From an optimization exercise on the open Yosys and OpenROAD flow, aimed at small area; shortcuts taken in it are not production practice. Only simulation tests tie the RTL to the original design; equivalence was not proved. Power and IR drop assume default switching activity.

==> flow/design.v <==
module ahb_lite_matrix(
    input             HCLK,
    input             HRESETn,
    input [31:0]      M0_HADDR,
    input [2:0]       M0_HBURST,
    input             M0_HMASTLOCK,
    input [3:0]       M0_HPROT,
    input [2:0]       M0_HSIZE,
    input [1:0]       M0_HTRANS,
    input [31:0]      M0_HWDATA,
    input             M0_HWRITE,
    output            M0_HREADY,
    output reg        M0_HRESP,
    input [1:0]       M0_Pri,
    input [31:0]      M1_HADDR,
    input [2:0]       M1_HBURST,
    input             M1_HMASTLOCK,
    input [3:0]       M1_HPROT,
    input [2:0]       M1_HSIZE,
    input [1:0]       M1_HTRANS,
    input [31:0]      M1_HWDATA,
    input             M1_HWRITE,
    output            M1_HREADY,
    output reg        M1_HRESP,
    input [1:0]       M1_Pri,
    input [31:0]      M2_HADDR,
    input [2:0]       M2_HBURST,
    input             M2_HMASTLOCK,
    input [3:0]       M2_HPROT,
    input [2:0]       M2_HSIZE,
    input [1:0]       M2_HTRANS,
    input [31:0]      M2_HWDATA,
    input             M2_HWRITE,
    output            M2_HREADY,
    output reg        M2_HRESP,
    input [1:0]       M2_Pri,
    input [31:0]      M3_HADDR,
    input [2:0]       M3_HBURST,
    input             M3_HMASTLOCK,
    input [3:0]       M3_HPROT,
    input [2:0]       M3_HSIZE,
    input [1:0]       M3_HTRANS,
    input [31:0]      M3_HWDATA,
    input             M3_HWRITE,
    output            M3_HREADY,
    output reg        M3_HRESP,
    input [1:0]       M3_Pri,
    output  [31:0] HADDR,
    output  [2:0]  HBURST,
    output         HMASTLOCK,
    output  [3:0]  HPROT,
    output  [2:0]  HSIZE,
    output  [1:0]  HTRANS,
    output  [31:0] HWDATA,
    output         HWRITE,
    output           s0_HSEL,
    output           s1_HSEL,
    output           s2_HSEL,
    output           s3_HSEL,
    output           s4_HSEL,
    output           s5_HSEL,
    output           s6_HSEL,
    input [31:0]     s0_HRDATA,
    input            s0_HREADYOUT,
    input            s0_HRESP,
    output           s0_HREADY,
    input [31:0]     s1_HRDATA,
    input            s1_HREADYOUT,
    input            s1_HRESP,
    output           s1_HREADY,
    input [31:0]     s2_HRDATA,
    input            s2_HREADYOUT,
    input            s2_HRESP,
    output           s2_HREADY,
    input [31:0]     s3_HRDATA,
    input            s3_HREADYOUT,
    input            s3_HRESP,
    output           s3_HREADY,
    input [31:0]     s4_HRDATA,
    input            s4_HREADYOUT,
    input            s4_HRESP,
    output           s4_HREADY,
    input [31:0]     s5_HRDATA,
    input            s5_HREADYOUT,
    input            s5_HRESP,
    output           s5_HREADY,
    input [31:0]     s6_HRDATA,
    input            s6_HREADYOUT,
    input            s6_HRESP,
    output           s6_HREADY,
    output [31:0] HRDATA
);
wire [3:0] req = {|M3_HTRANS, |M2_HTRANS, |M1_HTRANS, |M0_HTRANS};
wire [3:0] pri_hi = {M3_Pri[1], M2_Pri[1], M1_Pri[1], M0_Pri[1]};
wire [3:0] pri_lo = {M3_Pri[0], M2_Pri[0], M1_Pri[0], M0_Pri[0]};
function [3:0] pri_step(input [3:0] v, input [3:0] b);
    reg [3:0] vb;
    begin
        vb = v & b;
        pri_step[3] = v[3];
        pri_step[2] = v[2] & (b[2] | ~vb[3]);
        pri_step[1] = v[1] & (b[1] | ~(|vb[3:2]));
        pri_step[0] = v[0] & (b[0] | ~(|vb[3:1]));
    end
endfunction
wire [3:0] req_tmp = pri_step(pri_step(req, pri_hi), pri_lo);
wire [1:0] win = req_tmp[0] ? 2'd0 :
                 req_tmp[1] ? 2'd1 :
                 req_tmp[2] ? 2'd2 :
                 req_tmp[3] ? 2'd3 : 2'd0;
wire any_req = |req;
reg [1:0] gidx;
reg       lg_vld;
reg       occ;
wire hold = occ & req[gidx];           
wire [1:0] Master_Sel_A = hold ? gidx : win;
always @(posedge HCLK) begin
    gidx <= Master_Sel_A;
end
always @(posedge HCLK or negedge HRESETn) begin
    if (!HRESETn) begin
        lg_vld <= 1'b0;
        occ    <= 1'b0;
    end else begin
        lg_vld <= any_req;
        occ    <= ~hold & any_req;
    end
end
wire [3:0] sa = 4'b0001 << Master_Sel_A;
wire [3:0] nsa = ~sa;
wire [45:0] m0_ap = {M0_HADDR, M0_HBURST, M0_HMASTLOCK, M0_HPROT, M0_HSIZE, M0_HTRANS, M0_HWRITE};
wire [45:0] m1_ap = {M1_HADDR, M1_HBURST, M1_HMASTLOCK, M1_HPROT, M1_HSIZE, M1_HTRANS, M1_HWRITE};
wire [45:0] m2_ap = {M2_HADDR, M2_HBURST, M2_HMASTLOCK, M2_HPROT, M2_HSIZE, M2_HTRANS, M2_HWRITE};
wire [45:0] m3_ap = {M3_HADDR, M3_HBURST, M3_HMASTLOCK, M3_HPROT, M3_HSIZE, M3_HTRANS, M3_HWRITE};
assign {HADDR, HBURST, HMASTLOCK, HPROT, HSIZE, HTRANS, HWRITE} =
      (m0_ap | {46{nsa[0]}}) & (m1_ap | {46{nsa[1]}})
    & (m2_ap | {46{nsa[2]}}) & (m3_ap | {46{nsa[3]}});
wire [3:0] a_top = HADDR[31:28];
assign s0_HSEL = (a_top == 4'h0);
assign s1_HSEL = (a_top == 4'h1);
assign s2_HSEL = (a_top == 4'h2);
assign s3_HSEL = (a_top == 4'h3);
assign s4_HSEL = (a_top == 4'h4);
assign s5_HSEL = (a_top == 4'h5);
assign s6_HSEL = (a_top == 4'h6);
wire HREADY, HRESP;
reg [1:0] Master_Sel_D;
reg [2:0] sel_n;
always @(posedge HCLK or negedge HRESETn) begin
    if (!HRESETn) begin
        Master_Sel_D <= 2'b00;
        sel_n        <= 3'b000;
    end else if (HREADY) begin
        Master_Sel_D <= Master_Sel_A;
        sel_n        <= ~a_top[2:0] & {3{~a_top[3]}};
    end
end
wire [6:0] sd = {sel_n == 3'd1, sel_n == 3'd2, sel_n == 3'd3, sel_n == 3'd4,
                 sel_n == 3'd5, sel_n == 3'd6, sel_n == 3'd7};
wire [6:0] nsd = ~sd;
assign HRDATA = ({32{sd[0]}} & s0_HRDATA) | ({32{sd[1]}} & s1_HRDATA)
              | ({32{sd[2]}} & s2_HRDATA) | ({32{sd[3]}} & s3_HRDATA)
              | ({32{sd[4]}} & s4_HRDATA) | ({32{sd[5]}} & s5_HRDATA)
              | ({32{sd[6]}} & s6_HRDATA);
assign HRESP  = |(sd & {s6_HRESP, s5_HRESP, s4_HRESP, s3_HRESP, s2_HRESP, s1_HRESP, s0_HRESP});
assign HREADY = &(nsd | {s6_HREADYOUT, s5_HREADYOUT, s4_HREADYOUT, s3_HREADYOUT,
                         s2_HREADYOUT, s1_HREADYOUT, s0_HREADYOUT});
assign s0_HREADY = HREADY & s0_HSEL;
assign s1_HREADY = HREADY & s1_HSEL;
assign s2_HREADY = HREADY & s2_HSEL;
assign s3_HREADY = HREADY & s3_HSEL;
assign s4_HREADY = HREADY & s4_HSEL;
assign s5_HREADY = HREADY & s5_HSEL;
assign s6_HREADY = HREADY & s6_HSEL;
wire [3:0] nsdm = ~(4'b0001 << Master_Sel_D);
assign HWDATA = (M0_HWDATA | {32{nsdm[0]}}) & (M1_HWDATA | {32{nsdm[1]}})
              & (M2_HWDATA | {32{nsdm[2]}}) & (M3_HWDATA | {32{nsdm[3]}});
always @* begin
    M0_HRESP = HRESP & (Master_Sel_D == 2'd0);
    M1_HRESP = HRESP & (Master_Sel_D == 2'd1);
    M2_HRESP = HRESP & (Master_Sel_D == 2'd2);
    M3_HRESP = HRESP & (Master_Sel_D == 2'd3);
end
wire [3:0] win_oh = req_tmp & ~(req_tmp - 4'd1);
wire [3:0] gnt    = hold ? 4'b0000 : win_oh;
wire [3:0] lgnt   = lg_vld ? (4'b0001 << gidx) : 4'b0000;
wire [3:0] mrdy   = {4{HREADY}} & (gnt | lgnt);
assign M0_HREADY = mrdy[0];
assign M1_HREADY = mrdy[1];
assign M2_HREADY = mrdy[2];
assign M3_HREADY = mrdy[3];
endmodule
==> flow/flow/run.sh <==
#!/bin/bash
# Standard ORFS layout, with the port buffers made of the smallest buffer
# cell (sky130_fd_sc_hd__buf_1) instead of the resizer's default choice.
set -euo pipefail
bash standard.sh "BUFFER_PORTS_ARGS=-buffer_cell sky130_fd_sc_hd__buf_1" finish > standard_flow.log 2>&1
==> flow/standard.sh <==
#!/bin/bash
# synth_recipe.tcl (not shown) runs the flow's synth.tcl, then flattens the netlist and writes it again
# the make line also repeats each setting of config.mk as NAME=value (left out here)
make -C /OpenROAD-flow-scripts/flow DESIGN_CONFIG=/design/flow/config.mk WORK_HOME=/design/flow/orfs CLKGATE_MAP_FILE= SYNTH_SCRIPT=/design/flow/synth_recipe.tcl "${@:-finish}"
==> flow/config.mk <==
export PLATFORM = sky130hd
export DESIGN_NAME = ahb_lite_matrix
export DESIGN_NICKNAME = ahb_lite_matrix
export VERILOG_FILES = /design/flow/design.v
export SDC_FILE = /design/flow/constraint.sdc
export NUM_CORES = 4
export LEC_CHECK = 0
export ABC_AREA = 1
export CAP_MARGIN = 20
export CORE_AREA = 5 5 245 245
export DIE_AREA = 0 0 250 250
export SLEW_MARGIN = 20
==> flow/constraint.sdc <==
create_clock -name core_clock -period 7.0 [get_ports {HCLK}]
set_input_delay 1.4000 -clock core_clock [delete_from_list [all_inputs] [get_ports {HCLK}]]
set_output_delay 1.4000 -clock core_clock [all_outputs]
set_load 0.01 [all_outputs]
==> results of run 1 <==
cells by family after synthesis:
group	share of synthesized area, %
AOI/OAI and AO/OA	41.4
DFF	5.59
buffers and inverters	12.1
and+or+nand+nor	40.9
path summary, 6_finish.rpt:
path	start	to	slack (ps)	depth (start not counted)
setup / recovery	M3_HTRANS[1]	HTRANS[0]	1530	16
hold / removal	Master_Sel_D[1]	Master_Sel_D[1]	600	2
setup reg to reg	sel_n[2]	sel_n[1]	4300	11
hold reg to reg	Master_Sel_D[1]	Master_Sel_D[1]	600	2
max in group asynchronous	HRESETn	sel_n[2]	5360	1
min in group asynchronous	HRESETn	Master_Sel_D[0]	1170	1
flip-flops by register name, summed over array words and instances, names as in the netlist:
| signal | cells |
|---|---|
| Master_Sel_D | 2 |
| gidx | 2 |
| lg_vld | 1 |
| occ | 1 |
| sel_n | 3 |
routing by layer:
layer,share of wire [%],GRT usage [%]
met5,0,0
met4,4.3,4.58
met3,8.0,2.68
met2,54,27.0
met1,34,13.5
tightest hold or removal path, stage by stage, from the launching register on:
cell and delay (ps):
dfrtp_1 400, inv_1 80, o21ai_0 80
layout by cell type, fill, tap and decap left out, drive strengths merged, types with 2 or more instances in the layout:
cell type  count
nand4         10
o21ai          6
diode         14
dfrtp          7
buf          703
a22oi         25
a21oi          5
a221oi        33
a22o          11
o22ai        149
inv           60
nor3          11
dfxtp          2
clkbuf         3
nand2        168
nand3         42
nor2         113
nand3b         4
where the power goes:
| part | internal [mW] | switching (mW) | total, mW |
|---|---|---|---|
| registers | 0.0730 | 0.0285 | 0.102 |
| logic | 0.746 | 1.68 | 2.43 |
| clock network | 0.0761 | 0.0348 | 0.111 |
per-stage QoR:
step,hold slack (ps),instance area (sq um),instances
CTS,603,7370,2124
global placement,595,7290,2120
detailed placement,594,7290,2120
floorplan,563,3850,704
finish,602,7410,2138
global route,676,7400,2136
synth_stat cells, types with 2 or more instances:
library cell / count
nand2_1: 154
o22ai_1: 149
nor2_1: 101
inv_1: 51
nand3_1: 39
a221oi_1: 33
a22oi_1: 25
clkbuf_1: 24
buf_2: 17
nand2_2: 12
a22o_1: 11
nand4_1: 10
buf_1: 9
inv_2: 9
dfrtp_1: 7
nor2_2: 6
nor2_4: 6
nor3_1: 6
a21oi_1: 5
nor3_2: 5
o21ai_0: 5
nand3_2: 3
nand3b_1: 3
dfxtp_1: 2
nand2_4: 2
area by class of cell:
cell class                 instances  area share (%)
clock buffer                       3            1.01
tap                              765            12.9
multi-input combinational        583            43.3
sequential                         9            2.91
timing repair buffer             703            36.2
inverter                          60            3.04
antenna                           14           0.473
clock inverter                     1          0.0676
==> flow_summary.ini, run 1 <==
[status]
status = complete, no violations

[logic_synthesis]
async_flop_share_pct = 77.8
ys_warn_count = 1
synth_area_leader_cell = o22ai_1
ys_ff_latch = 9
synth_edf_count = 0
synth.cell_area_sq_um = 3850
ys_types = 35
synth_ff_type = dfrtp_1
syn_inst = 704
ys_seq_area_share_pct = 5.59
syn_nets = 1264
yosysTopAreaCellShare_pct = 24.2
synth.area.top_cells = o22ai_1 (24%), nand2_1 (15%), nor2_1 (9.8%)
synth.avg_cell_area_sq_um = 5.47

[grt]
antenna_found_initial = 46
grt_pass1_vias = 8177
grt_pass1_wl_um = 60300
gr-total-overflow = 0
grtUsageTotal_pct = 13.4
grt_max_degree = 43

[critical_path]
worstPathArrival_ps = 4070
cp_top_family = simple AND/OR/NAND/NOR gates
max_stage_delay_ps = 650
critPathMaxFanout = 42
slowest_stage = nand2_2
cp-start-kind = input pin
endpoint_kind = output pin
crit_chain = buf_1 -> inv_2 -> nand2_4 -> nand3_1 -> nand3_1 -> nand2_1 -> nand2_1 -> nand2_1 -> nand2_1 -> nand3_1 -> nand2_2 -> inv_1 -> nand2_2 -> o22ai_1 -> nor2_1 -> buf_1
critPathKind = in2out
crit_required_ps = 5600
cpMostUsedCell = nand2_1
cp.buffers_inverters = 4

[pwr]
powerDensity_nw_per_um2 = 357
p_leak_nw = 2.41
vdd_drop_max_mv = 0.404
p_total_mw = 2.64

[timing]
rsz0062_at_grt = false
finClkSkew_ps = 13.5
final.min_clock_period_ps = 5470
fin_tns_setup_ps = 0
finalCritPeriodShare_pct = 78.2
max_freq_mhz = 183
slew_viol_final = 0
max_slew_margin_pct = 42.2
setup_viol = 0
worst_slew_pin_slew_ps = 864
hold_viol = 0
fin_ws_ps = 1530

[clocking]
cts_resized = 0
clkSinkCount = 9
clk_latency_ps = 250
cts_tree = done
hold_buffers = 0
htree_num_levels = 1
cts_root_buffer = clkbuf_16
numCtsBuffers = 3
clk_pin_slew_ps = 50
cts_buffer_depth = 2
cts_setup_buffers = 0

[cells_and_area]
nets = 1920
syn_to_final_growth_pct = 92.4
seq_area_sq_um = 215
utilization_pct = 12.9
final_layout_size_suffix_gt1_share_pct = 4.56
multiInputGateArea_sq_um = 3210
nFillCells = 6818

[flow_run]
drv_cap = 0

[route]
wl_um = 45800
wl_per_cell_um = 21.4
vias_per_cell = 3.88
vias = 8286
drtAntennaViolNets = 0
drt_iter0_drc = 682
route.detailed.drc = 0
drtPass1Iterations = 6

[floorplan]
io-pin-count = 692
dieArea_sq_um = 62500
chipWidth_um = 250
row_count = 88
die_y_um = 250
core_area_sq_um = 57400
initial_core_util_pct = 6.71

[place]
dp_hpwl_um = 41300
gp_congestion = 0.978
post-place-ws_ps = 1470
portBuffers = 691

[worst_hold_path]
worstHoldPathType = reg2reg
==> run 2: changes to the inputs <==
==> flow/run.sh (new file) <==
#!/bin/bash
# synth_recipe.tcl (not shown) runs the flow's synth.tcl, then flattens the netlist and writes it again
# the make line also repeats each setting of config.mk as NAME=value (left out here)
make -C /OpenROAD-flow-scripts/flow DESIGN_CONFIG=/design/flow/config.mk WORK_HOME=/design/flow/orfs CLKGATE_MAP_FILE= SYNTH_SCRIPT=/design/flow/synth_recipe.tcl finish
--- a/flow/config.mk
+++ b/flow/config.mk
@@ -8,5 +8,6 @@
 export ABC_AREA = 1
 export CAP_MARGIN = 20
 export CORE_AREA = 5 5 245 245
+export CTS_BUF_LIST = sky130_fd_sc_hd__clkbuf_2 sky130_fd_sc_hd__clkbuf_4
 export DIE_AREA = 0 0 250 250
 export SLEW_MARGIN = 20
removed: flow/flow/run.sh
removed: flow/standard.sh
==> flow_summary.ini, run 2 <==
[critical_path]
worstPathArrival_ps = 4710
max_stage_delay_ps = 650
crit_required_ps = 5600
critPathMaxFanout = 42
cpMostUsedCell = nand2_1
endpoint_kind = output pin
rrSetupSlack_ps = 4450
critPathKind = in2out
cp-start-kind = input pin
slowest_stage = nand2_2
crit_chain = clkdlybuf4s50_1 -> inv_2 -> nand2_4 -> nand3_1 -> nand3_1 -> nand2_1 -> nand2_1 -> nand2_1 -> nand2_1 -> nand3_1 -> nand2_2 -> inv_1 -> nand2_2 -> o22ai_1 -> nor2_1 -> clkdlybuf4s50_1

[worst_hold_path]
worstHoldPathType = reg2reg

[logic_synthesis]
ys_ff_latch = 9
syn_inst = 704
synth_edf_count = 0
ys_top_cells_by_count = nand2_1 (154), o22ai_1 (149), nor2_1 (101)
synth.cell_area_sq_um = 3850
synth.avg_cell_area_sq_um = 5.47
yosysMostFrequentCell = nand2_1
yosysTopAreaCellShare_pct = 24.2
async_flop_share_pct = 77.8
syn_nets = 1264
synth_area_leader_cell = o22ai_1
ys_warn_count = 1
ys_types = 35
synth.area.top_cells = o22ai_1 (24%), nand2_1 (15%), nor2_1 (9.8%)
synth_ff_type = dfrtp_1
ys_seq_area_share_pct = 5.59

[cells_and_area]
nFillCells = 6480
top_register = sel_n
final_layout_size_suffix_gt1_share_pct = 4.78
layout_commonest_cell = clkdlybuf4s50_1
stdcell_count = 2133
largest_register_ffs = 3
layout_common_cells = clkdlybuf4s50_1 (691), nand2_1 (153), o22ai_1 (149)
nets = 1922
syn_to_final_growth_pct = 203
reg.largest.list = sel_n x3, Master_Sel_D x2, gidx x2

[pwr]
vdd_drop_max_mv = 0.292
powerDensity_nw_per_um2 = 297
p_leak_nw = 4.27

[timing]
fin_ws_ps = 887
finClkSkew_ps = 30.7
worst_slew_pin_slew_ps = 849
slew_viol_final = 0
hold_viol = 0
finalCritPeriodShare_pct = 87.3
fin_tns_setup_ps = 0
rsz0062_at_grt = false
max_freq_mhz = 164
whs_ps = 625
final.min_clock_period_ps = 6110
max_slew_margin_pct = 43.2
setup_viol = 0

[clocking]
cts_resized = 0
cts_tree = done
cts_root_buffer = clkbuf_4
clk_pin_slew_ps = 100
clkSinkCount = 9
numCtsBuffers = 3
hold_buffers = 0
cts_buffer_depth = 2
clk_latency_ps = 300
cts_setup_buffers = 0
htree_num_levels = 1

[grt]
grt_pass1_vias = 8980
grt_pass1_wl_um = 69000
grtUsageTotal_pct = 15.2
grt_max_degree = 43
antenna_found_initial = 27
gr-total-overflow = 0

[place]
portBuffers = 691
dp_hpwl_um = 45600
gp_congestion = 0.995
post-place-ws_ps = 848
placed_cells = 2122

[route]
wl_per_cell_um = 24.1
route.detailed.drc = 0
vias = 8496
drtAntennaViolNets = 0
wl_um = 51500
drt_iter0_drc = 568
drtPass1Iterations = 6
vias_per_cell = 3.98

[floorplan]
initial_core_util_pct = 6.71
chipWidth_um = 250
dieArea_sq_um = 62500
die_y_um = 250
io-pin-count = 692
row_count = 88
core_area_sq_um = 57400

[status]
status = complete, no violations

[flow_run]
drv_cap = 0
run 2: cell counts after synthesis:
Identical to the previous run, type by type.
run 2: where the power goes:
part | leakage, nW | internal, mW | switching, mW | total, mW
clock network | 0.0178 | 0.0213 | 0.0269 | 0.0482
registers | 0.101 | 0.0727 | 0.0314 | 0.104
logic | 4.15 | 1.58 | 1.74 | 3.32
total | 4.27 | 1.67 | 1.80 | 3.47
run 2: final cells by class:
type	count	area [sq um]	area share [%]
Sequential cell	9	215	1.84
Timing Repair Buffer	705	7020	60.1
Tap cell	765	957	8.20
Multi-Input combinational cell	583	3210	27.5
Clock buffer	3	22.5	0.193
Inverter	60	225	1.93
Antenna cell	7	17.5	0.150
Clock inverter	1	5.00	0.0429
run 2: cell families after synthesis:
family	Yosys count	synth area share (%)
AO/OA/AOI/OAI	233	41.4
buffers and inverters	112	12.1
flip-flops	9	5.59
AND/OR/NAND/NOR	350	40.9
run 2: path summary, 6_finish.rpt:
kind                            depth (start not counted)       startpoint              end
worst max-delay path                                   16     M3_HTRANS[1]        HTRANS[0]
worst min-delay path                                    2  Master_Sel_D[1]  Master_Sel_D[1]
worst max register to register                         10         sel_n[0]         sel_n[1]
worst min register to register                          2  Master_Sel_D[1]  Master_Sel_D[1]
max in group asynchronous                               1          HRESETn         sel_n[1]
min in group asynchronous                               1          HRESETn  Master_Sel_D[1]
run 2: critical path: cells and delay by family:
| kind | cells | cell delay (ps) |
|---|---|---|
| buffers and inverters | 4 | 1390 |
| and+or+nand+nor | 11 | 1720 |
| AOI/OAI and AO/OA | 1 | 160 |
run 2: per-stage QoR:
| stage | util (%) | power (mW) | cell area (sq um) |
|---|---|---|---|
| after floorplan | - | 1.58 | 3850 |
| after global placement | 20.3 | 3.45 | 11600 |
| after CTS | 20.3 | 3.54 | 11700 |
| after global routing | 20.3 | 3.74 | 11700 |
| final | 20.4 | 3.47 | 11700 |
| after detailed placement | 20.3 | 3.47 | 11600 |
run 2: metal layers:
| metal | global-route usage (%) | vias to the layer above | part of all wire, % |
|---|---|---|---|
| met4 | 4.07 | 2 | 3.4 |
| met3 | 4.30 | 82 | 8.5 |
| met5 | 0 | - | 0.025 |
| met2 | 30.1 | 606 | 54 |
| met1 | 15.5 | 3904 | 34 |
| li1 | - | 3902 | - |
==> run 3: changes to the inputs <==
==> flow/flow/run.sh (new file) <==
#!/bin/bash
# Standard ORFS layout with two changes:
#  - synthesis is the standard synthesis script, except that Yosys's abc
#    call uses flow/area.abc (area-oriented mapping) instead of ORFS's script;
#    registers are mapped before abc, so they are the same as the standard's;
#  - the port buffers are the smallest buffer cell (sky130_fd_sc_hd__buf_1).
set -euo pipefail
W=$(pwd)
{
  head -n 1 synth_recipe.tcl
  cat <<'EOT'
proc abc {args} {
  set i [lsearch -exact $args -script]
  if {$i >= 0} {
    set args [lreplace $args [expr {$i + 1}] [expr {$i + 1}] $::env(OWN_ABC_SCRIPT)]
  }
  yosys abc {*}$args
}
EOT
  tail -n +2 synth_recipe.tcl
} > own_synth.tcl
export OWN_ABC_SCRIPT="$W/flow/area.abc"
bash standard.sh "SYNTH_SCRIPT=$W/own_synth.tcl" \
  "BUFFER_PORTS_ARGS=-buffer_cell sky130_fd_sc_hd__buf_1" finish > standard_flow.log 2>&1
==> flow/flow/area.abc (new file) <==
strash
&get -n
&st
&dch
&nf -a
&st
&dch
&nf -a
&put
topo
==> flow/standard.sh (new file) <==
#!/bin/bash
# synth_recipe.tcl (not shown) runs the flow's synth.tcl, then flattens the netlist and writes it again
# the make line also repeats each setting of config.mk as NAME=value (left out here)
make -C /OpenROAD-flow-scripts/flow DESIGN_CONFIG=/design/flow/config.mk WORK_HOME=/design/flow/orfs CLKGATE_MAP_FILE= SYNTH_SCRIPT=/design/flow/synth_recipe.tcl "${@:-finish}"
--- a/flow/config.mk
+++ b/flow/config.mk
@@ -8,6 +8,6 @@
 export ABC_AREA = 1
 export CAP_MARGIN = 20
 export CORE_AREA = 5 5 245 245
-export CTS_BUF_LIST = sky130_fd_sc_hd__clkbuf_2 sky130_fd_sc_hd__clkbuf_4
+export CTS_BUF_LIST = sky130_fd_sc_hd__clkbuf_1 sky130_fd_sc_hd__clkbuf_2
 export DIE_AREA = 0 0 250 250
 export SLEW_MARGIN = 20
removed: flow/run.sh
==> flow_summary.ini, run 3 <==
[logic_synthesis]
syn_inst = 476
yosysTopAreaCellShare_pct = 30.1
synth_edf_count = 0
synth.cell_area_sq_um = 3070
async_flop_share_pct = 77.8
ys_top_cells_by_count = o22ai_1 (148), nor2_1 (95), a222oi_1 (46)
ys_seq_area_share_pct = 7.01
synth_area_leader_cell = o22ai_1
ys_types = 33
ys_ff_latch = 9
synth.avg_cell_area_sq_um = 6.45
ys_warn_count = 1
syn_nets = 1036
synth_ff_type = dfrtp_1
synth.area.top_cells = o22ai_1 (30%), a222oi_1 (15%), nor2_1 (12%)
yosysMostFrequentCell = o22ai_1

[timing]
max_freq_mhz = 169
setup_viol = 0
finClkSkew_ps = 2.57
fin_ws_ps = 1080
hold_viol = 0
slew_viol_final = 0
final.min_clock_period_ps = 5920
finalCritPeriodShare_pct = 84.6
max_slew_margin_pct = 37.9
rsz0062_at_grt = false
fin_tns_setup_ps = 0
worst_slew_pin_slew_ps = 922

[clocking]
clk_pin_slew_ps = 120
numCtsBuffers = 3
clkSinkCount = 9
clk_latency_ps = 310
cts_resized = 0
cts_setup_buffers = 0
hold_buffers = 0
cts_root_buffer = clkbuf_2
cts_tree = done
cts_buffer_depth = 2
htree_num_levels = 1

[floorplan]
chipWidth_um = 250
dieArea_sq_um = 62500
initial_core_util_pct = 5.35
row_count = 88
die_y_um = 250
core_area_sq_um = 57400
io-pin-count = 692

[cells_and_area]
layout_commonest_cell = buf_1
multiInputGateArea_sq_um = 2860
final_layout_size_suffix_gt1_share_pct = 2.61
nFillCells = 6784
seq_area_sq_um = 215
syn_to_final_growth_pct = 123
layout_common_cells = buf_1 (691), o22ai_1 (148), nor2_1 (94)
reg.largest.list = sel_n x3, Master_Sel_D x2, gidx x2
largest_register_ffs = 3
top_register = sel_n
nets = 1748

[pwr]
p_leak_nw = 1.86
vdd_drop_max_mv = 0.232
powerDensity_nw_per_um2 = 375

[grt]
grt_pass1_wl_um = 52900
grt_max_degree = 43
gr-total-overflow = 0
grt_pass1_vias = 7622
grtUsageTotal_pct = 11.6
antenna_found_initial = 48

[critical_path]
rrSetupSlack_ps = 3950
crit_required_ps = 5600
worstPathArrival_ps = 4520
endpoint_kind = output pin
critPathKind = in2out
critPathMaxFanout = 42
cp-start-kind = input pin

[route]
drtPass1Iterations = 10
wl_per_cell_um = 20.5
drtAntennaViolNets = 0
wl_um = 40400
vias = 8018
vias_per_cell = 4.06
route.detailed.drc = 0
drt_iter0_drc = 1175

[place]
dp_hpwl_um = 36200
gp_congestion = 0.960
portBuffers = 691
post-place-ws_ps = 1010

[flow_run]
drv_cap = 0

[status]
status = complete, no violations

[worst_hold_path]
worstHoldPathType = reg2reg
==> run 3: worst max-delay path: stages <==
cell	delay, ps
buf_1	150
o21ai_0	290
a21oi_1	140
o311ai_0	300
a211o_1	230
nand2_1	110
o31ai_2	230
buf_4	240
nand2b_2	770
o22ai_1	310
nor2_1	170
buf_1	160
==> run 3: path summary, 6_finish.rpt <==
kind                            depth (start not counted)             from         endpoint
min in group asynchronous                               1          HRESETn         sel_n[1]
worst max-delay path                                   12     M2_HTRANS[1]        HADDR[17]
worst min register to register                          1  Master_Sel_D[1]  Master_Sel_D[1]
max in group asynchronous                               1          HRESETn           lg_vld
worst min-delay path                                    1  Master_Sel_D[1]  Master_Sel_D[1]
worst max register to register                          9          gidx[1]         sel_n[2]
==> run 3: layer usage <==
| layer | up-vias | routed length [um] | global-route usage, % |
|---|---|---|---|
| met4 | 12 | 1350 | 4.23 |
| met3 | 115 | 5410 | 5.03 |
| li1 | 3562 | - | - |
| met5 | - | 77 | 0 |
| met1 | 3591 | 12700 | 11.2 |
| met2 | 738 | 20800 | 21.7 |
==> run 3: area by class of cell <==
| cell class | instances | share of cell area [%] |
|---|---|---|
| Clock buffer | 3 | 0.219 |
| Clock inverter | 1 | 0.0731 |
| Multi-Input combinational cell | 461 | 41.8 |
| Antenna cell | 21 | 0.768 |
| Sequential cell | 9 | 3.14 |
| Inverter | 6 | 0.329 |
| Timing Repair Buffer | 707 | 39.7 |
| Tap cell | 765 | 14.0 |
==> run 3: cell families after synthesis <==
kind of cell	share of synthesized area (%)
AOI/OAI and AO/OA	59.3
and+or+nand+nor	29.3
DFF	7.01
muxes	3.67
buffers and inverters	0.733
==> run 3: power breakdown <==
group,switching [mW],leakage (nW),internal (mW)
clock,0.0267,0.0165,0.0128
combinational,1.60,1.74,0.819
sequential,0.0371,0.100,0.0743
==> run 3: per-stage QoR <==
step	instances	util [%]	instance area, sq um	total power [mW]	hold slack (ps)
5_1_grt	1964	11.9	6820	2.81	680
4_1_cts	1952	11.8	6790	2.58	644
3_3_place_gp	1948	11.8	6770	2.52	602
6_report	1973	11.9	6840	2.57	617
3_5_place_dp	1948	11.8	6770	2.53	613
2_1_floorplan	476	-	3070	1.47	516
==> run 4: changes to the inputs <==
==> flow/flow/area.abc (replaced) <==
strash
&get -n
&st
&dc2
&dch
&nf -a -p -C 32 -F 8 -A 8
&st
&dch
&nf -a -p -C 32 -F 8 -A 8
&put
topo
--- a/flow/config.mk
+++ b/flow/config.mk
@@ -8,6 +8,7 @@
 export ABC_AREA = 1
 export CAP_MARGIN = 20
 export CORE_AREA = 5 5 245 245
-export CTS_BUF_LIST = sky130_fd_sc_hd__clkbuf_1 sky130_fd_sc_hd__clkbuf_2
+export CTS_BUF_LIST = sky130_fd_sc_hd__clkbuf_4
 export DIE_AREA = 0 0 250 250
+export PLACE_DENSITY = 0.95
 export SLEW_MARGIN = 20
==> flow_summary.ini, run 4 <==
[timing]
fin_tns_setup_ps = 0
slew_viol_final = 0
rsz0062_at_grt = false
hold_viol = 0
finalCritPeriodShare_pct = 91.1
setup_viol = 0
worst_slew_pin_slew_ps = 691
max_slew_margin_pct = 53.9
final.min_clock_period_ps = 6380
max_freq_mhz = 157
finClkSkew_ps = 2.30

[critical_path]
worstPathArrival_ps = 4980
max_stage_delay_ps = 530
crit_chain = buf_1 -> o21ai_0 -> a21oi_1 -> o311a_1 -> o21ai_0 -> a32oi_1 -> nand2_1 -> buf_4 -> mux4_2 -> or2_0 -> nor3_1 -> buf_1
slowest_stage = mux4_2
cp.buffers_inverters = 3
endpoint_kind = output pin
critPathKind = in2out
cp-start-kind = input pin
critPathMaxFanout = 9
cp_top_family = compound AO/OA/AOI/OAI gates
crit_required_ps = 5600

[grt]
antenna_found_initial = 50
grt_max_degree = 43
grtUsageTotal_pct = 11.6
grt_pass1_wl_um = 53600
grt_pass1_vias = 7699
gr-total-overflow = 0

[route]
drt_iter0_drc = 1033
wl_per_cell_um = 20.7
route.detailed.drc = 0
vias = 8113
wl_um = 40500
drtAntennaViolNets = 0
vias_per_cell = 4.14
drtPass1Iterations = 10

[clocking]
clk_latency_ps = 280
cts_buffer_depth = 2
hold_buffers = 0
cts_setup_buffers = 0
numCtsBuffers = 3
cts_resized = 0
htree_num_levels = 1
clk_pin_slew_ps = 80
cts_root_buffer = clkbuf_4
clkSinkCount = 9
cts_tree = done

[logic_synthesis]
ys_warn_count = 1
ys_ff_latch = 9
synth.area.top_cells = o22ai_1 (30%), a222oi_1 (13%), a22oi_1 (13%)
ys_top_cells_by_count = o22ai_1 (148), nor2_1 (98), a22oi_1 (54)
synth_edf_count = 0
async_flop_share_pct = 77.8
yosysTopAreaCellShare_pct = 30.4
synth.cell_area_sq_um = 3050
synth.avg_cell_area_sq_um = 6.49
synth_ff_type = dfrtp_1
ys_types = 31
yosysMostFrequentCell = o22ai_1
syn_inst = 470
ys_seq_area_share_pct = 7.05
syn_nets = 1030
synth_area_leader_cell = o22ai_1

[floorplan]
chipWidth_um = 250
dieArea_sq_um = 62500
core_area_sq_um = 57400
row_count = 88
initial_core_util_pct = 5.32
die_y_um = 250
io-pin-count = 692

[cells_and_area]
final_layout_size_suffix_gt1_share_pct = 2.80
layout_commonest_cell = buf_1
largest_register_ffs = 3
layout_common_cells = buf_1 (691), o22ai_1 (148), nor2_1 (96)
reg.largest.list = sel_n x3, Master_Sel_D x2, gidx x2
syn_to_final_growth_pct = 124
nets = 1741
top_register = sel_n
design_area_sq_um = 6820

[pwr]
vdd_drop_max_mv = 0.342
p_total_mw = 2.54
powerDensity_nw_per_um2 = 372
p_leak_nw = 1.84

[status]
status = complete, no violations

[place]
portBuffers = 691
gp_congestion = 0.922
dp_hpwl_um = 36300
post_dp_cell_area_sq_um = 6750

[flow_run]
drv_cap = 0

[worst_hold_path]
worstHoldPathType = reg2reg
## run 4: cell types whose count changed after synthesis, sizes merged, moves of 2 or more
cell	before	now
a31oi	3	1
or2	6	4
a21oi	4	6
nand2	27	17
a222oi	46	41
o311a	0	2
nor2	95	98
a22oi	42	54
## run 4: logic make-up after synthesis
family	after synthesis	share of synthesized area, %
AOI/OAI and AO/OA	267	62.1
muxes	6	3.69
and+or+nand+nor	182	26.4
buffers and inverters	6	0.738
DFF	9	7.06
## run 4: stage by stage
stage	setup WS [ps]	instances	util [%]	hold slack, ps
3_3_place_gp	723	1941	11.8	651
4_1_cts	602	1945	11.8	699
2_1_floorplan	1150	470	-	516
5_1_grt	329	1951	11.8	738
6_report	625	1962	11.9	680
3_5_place_dp	617	1941	11.8	678
## run 4: worst register-to-register path: cells and delay by family (launching register included)
family,cells,cell delay (ps)
flops,1,360
compound gates,4,1270
mux,1,450
buf+inv,1,270
simple gates,4,970
## run 4: cell type report
cell class,instances,area (sq um)
fill,6659,50500
sequential,9,215
multi-input combinational,455,2850
antenna,17,42.5
clock buffer,3,22.5
inverter,6,22.5
tap,765,957
clock inverter,1,5.00
timing repair buffer,706,2710
## run 4: report_power, final
group | internal [mW] | leakage, nW | total (mW) | switching, mW
sequential | 0.0742 | 0.100 | 0.114 | 0.0401
clock | 0.0212 | 0.0178 | 0.0474 | 0.0261
combinational | 0.807 | 1.72 | 2.38 | 1.57
total | 0.902 | 1.84 | 2.54 | 1.63
## run 4: final timing paths
kind                                       from  slack [ps]               to  cells past startpoint
max in group asynchronous               HRESETn        5440  Master_Sel_D[1]                      1
worst max register to register          gidx[1]        3600         sel_n[2]                     10
worst max-delay path               M3_HTRANS[0]         620        s3_HREADY                     12
min in group asynchronous               HRESETn        1130         sel_n[1]                      1
worst min-delay path            Master_Sel_D[1]         680  Master_Sel_D[1]                      1
worst min register to register  Master_Sel_D[1]         680  Master_Sel_D[1]                      1
## run 4: per-layer routing
layer,share of wire [%],global-route usage [%],wire (um)
met1,32,11.8,13100
met2,47,20.0,18900
met3,18,7.69,7110
met4,2.8,2.70,1150
met5,0.59,0,241
==> run 5: changes to the inputs <==
--- a/flow/flow/run.sh
+++ b/flow/flow/run.sh
@@ -21,4 +21,4 @@
 } > own_synth.tcl
 export OWN_ABC_SCRIPT="$W/flow/area.abc"
 bash standard.sh "SYNTH_SCRIPT=$W/own_synth.tcl" \
-  "BUFFER_PORTS_ARGS=-buffer_cell sky130_fd_sc_hd__buf_1" finish > standard_flow.log 2>&1
+  "BUFFER_PORTS_ARGS=-buffer_cell sky130_fd_sc_hd__buf_1" RECOVER_POWER=100 finish > standard_flow.log 2>&1
==> flow/flow/area.abc (replaced) <==
strash
&get -n
&st
&dch
&nf -a
&st
&dch
&nf -a
&put
topo
--- a/flow/config.mk
+++ b/flow/config.mk
@@ -7,8 +7,8 @@
 export LEC_CHECK = 0
 export ABC_AREA = 1
 export CAP_MARGIN = 20
+export CELL_PAD_IN_SITES_DETAIL_PLACEMENT = 1
 export CORE_AREA = 5 5 245 245
 export CTS_BUF_LIST = sky130_fd_sc_hd__clkbuf_4
 export DIE_AREA = 0 0 250 250
-export PLACE_DENSITY = 0.95
 export SLEW_MARGIN = 20
==> flow_summary.ini, run 5 <==
[logic_synthesis]
async_flop_share_pct = 77.8
synth_ff_type = dfrtp_1
yosysTopAreaCellShare_pct = 30.1
synth_area_leader_cell = o22ai_1
ys_ff_latch = 9
syn_nets = 1036
ys_warn_count = 1
synth.area.top_cells = o22ai_1 (30%), a222oi_1 (15%), nor2_1 (12%)
synth.cell_area_sq_um = 3070
ys_seq_area_share_pct = 7.01
synth_edf_count = 0
synth.avg_cell_area_sq_um = 6.45
yosysMostFrequentCell = o22ai_1
ys_top_cells_by_count = o22ai_1 (148), nor2_1 (95), a222oi_1 (46)
ys_types = 33
syn_inst = 476

[timing]
fin_ws_ps = 974
slew_viol_final = 35
whs_ps = 608
setup_viol = 0
max_freq_mhz = 166
fin_tns_setup_ps = 0
final.min_clock_period_ps = 6030
worst_slew_pin_slew_ps = 1690
rsz0062_at_grt = false
finalCritPeriodShare_pct = 86.1
hold_viol = 0
max_slew_margin_pct = -12.5
finClkSkew_ps = 1.64

[floorplan]
row_count = 88
chipWidth_um = 250
io-pin-count = 692
core_area_sq_um = 57400
initial_core_util_pct = 5.35
die_y_um = 250
dieArea_sq_um = 62500

[clocking]
cts_tree = done
clk_pin_slew_ps = 80
cts_root_buffer = clkbuf_4
htree_num_levels = 1
hold_buffers = 0
numCtsBuffers = 3
clkSinkCount = 9
cts_buffer_depth = 2
cts_setup_buffers = 0
clk_latency_ps = 300
cts_resized = 0

[route]
wl_um = 43000
vias_per_cell = 4.14
drtAntennaViolNets = 0
drt_iter0_drc = 1023
vias = 8162
route.detailed.drc = 0
wl_per_cell_um = 21.8
drtPass1Iterations = 10

[critical_path]
cp-start-kind = input pin
critPathMaxFanout = 42
critPathKind = in2out
endpoint_kind = output pin
crit_required_ps = 5600
worstPathArrival_ps = 4630

[place]
placed_cells = 1948
portBuffers = 691
post_dp_cell_area_sq_um = 6770
post-place-ws_ps = 925
dp_hpwl_um = 38600
gp_congestion = 0.960

[status]
status = failed layout checks
so_faults = max-capacitance violations, max-slew violations

[cells_and_area]
layout_commonest_cell = buf_1
nets = 1748
largest_register_ffs = 3
design_area_sq_um = 6830
utilization_pct = 11.9
syn_to_final_growth_pct = 122
multiInputGateArea_sq_um = 2850
top_register = sel_n
layout_common_cells = buf_1 (683), o22ai_1 (148), nor2_1 (94)
seq_area_sq_um = 215
nFillCells = 7300
final_layout_size_suffix_gt1_share_pct = 2.36
stdcell_count = 1970
reg.largest.list = sel_n x3, Master_Sel_D x2, gidx x2

[grt]
grtUsageTotal_pct = 12.3
grt_pass1_vias = 8117
grt_max_degree = 43
antenna_found_initial = 44
gr-total-overflow = 0
grt_pass1_wl_um = 57000

[worst_hold_path]
worstHoldPathType = reg2reg

[pwr]
vdd_drop_max_mv = 0.240
powerDensity_nw_per_um2 = 383
p_total_mw = 2.61
p_leak_nw = 1.85

[flow_run]
drv_cap = 1
[run 5: cell count changes after synthesis, sizes merged, moves of 2 or more]
cell / before / now
or2: 4 / 6
a21oi: 6 / 4
a22oi: 54 / 42
a31oi: 1 / 3
nand2: 17 / 27
a222oi: 41 / 46
o311a: 2 / 0
nor2: 98 / 95
[run 5: area by class of cell]
type                            count  share of cell area [%]
Multi-Input combinational cell    461                    41.8
Timing Repair Buffer              707                    39.7
Tap cell                          765                    14.0
Sequential cell                     9                    3.15
Antenna cell                       18                   0.660
Clock buffer                        3                   0.330
Inverter                            6                   0.330
Clock inverter                      1                  0.0733
[run 5: final timing paths]
path	endpoint	start	slack (ps)	depth (start not counted)
hold / removal	Master_Sel_D[0]	Master_Sel_D[0]	610	1
setup / recovery	HADDR[17]	M3_HTRANS[0]	970	12
min in group asynchronous	sel_n[1]	HRESETn	1100	1
hold reg to reg	Master_Sel_D[0]	Master_Sel_D[0]	610	1
max in group asynchronous	Master_Sel_D[0]	HRESETn	5460	1
setup reg to reg	sel_n[2]	gidx[1]	3890	9
[run 5: worst max-delay path, stage by stage]
cell and delay [ps]:
buf_1 110, o21ai_0 370, a21oi_1 160, o311ai_0 310, a211o_1 240, nand2_1 110
o31ai_1 250, buf_4 260, nand2b_2 770, o22ai_1 300, nor2_1 160, buf_1 160
[run 5: power by group]
part / leakage (nW) / total [mW] / switching [mW] / internal (mW)
Sequential: 0.100 / 0.111 / 0.0361 / 0.0744
Combinational: 1.73 / 2.45 / 1.64 / 0.817
Clock: 0.0178 / 0.0498 / 0.0284 / 0.0214
[run 5: cell families after synthesis]
| group | count (synthesis) | synth area share (%) |
|---|---|---|
| flip-flops | 9 | 7.01 |
| multiplexers | 6 | 3.67 |
| AND/OR/NAND/NOR | 199 | 29.3 |
| AO/OA/AOI/OAI | 256 | 59.3 |
| buffers and inverters | 6 | 0.733 |
[run 5: metal layers]
metal	routed length (um)	GRT usage (%)
met1	13500	12.2
met2	22800	24.2
met3	5480	4.94
met4	1130	2.64
met5	111	0

afterwards: timing with drivers on the ports:
Ports are ideal in the flow. The routed layouts listed here were re-timed in OpenROAD. Step 1 (the two cells are an assumption about what drives the block):
set clk [get_ports {HCLK}]
set_driving_cell -lib_cell sky130_fd_sc_hd__clkbuf_16 $clk
set_driving_cell -lib_cell sky130_fd_sc_hd__buf_2 [delete_from_list [all_inputs] $clk]
Step 2, shift: input delay + t, output delay - t, t = (earliest + latest rising clock arrival at the registers) / 2. This alone moves slack from input paths to output paths. Slacks: ideal ports / drivers / drivers and shift; pairs: ideal ports / drivers.
run | t, ns | setup WS [ns] | worst hold slack (ns) | slew at the worst register clock pin (ns) | worst data-port slew with drivers (ns)
run 1 | 0.289 | 1.527 / 1.457 / 1.457 | 0.602 / 0.602 / 0.602 | 0.05 / 0.05 | 0.22
run 2 | 0.325 | 0.887 / 0.747 / 0.747 | 0.625 / 0.625 / 0.625 | 0.10 / 0.10 | 0.20
run 3 | 0.345 | 1.080 / 1.057 / 1.057 | 0.617 / 0.617 / 0.617 | 0.12 / 0.12 | 0.22
run 4 | 0.318 | 0.625 / 0.593 / 0.593 | 0.680 / 0.680 / 0.680 | 0.08 / 0.08 | 0.23
run 5 | 0.346 | 0.974 / 0.950 / 0.950 | 0.608 / 0.608 / 0.608 | 0.08 / 0.08 | 0.20
The setup slack of run 2, which loses most, moves by -0.140 ns with the drivers and by -0.140 ns with both steps.
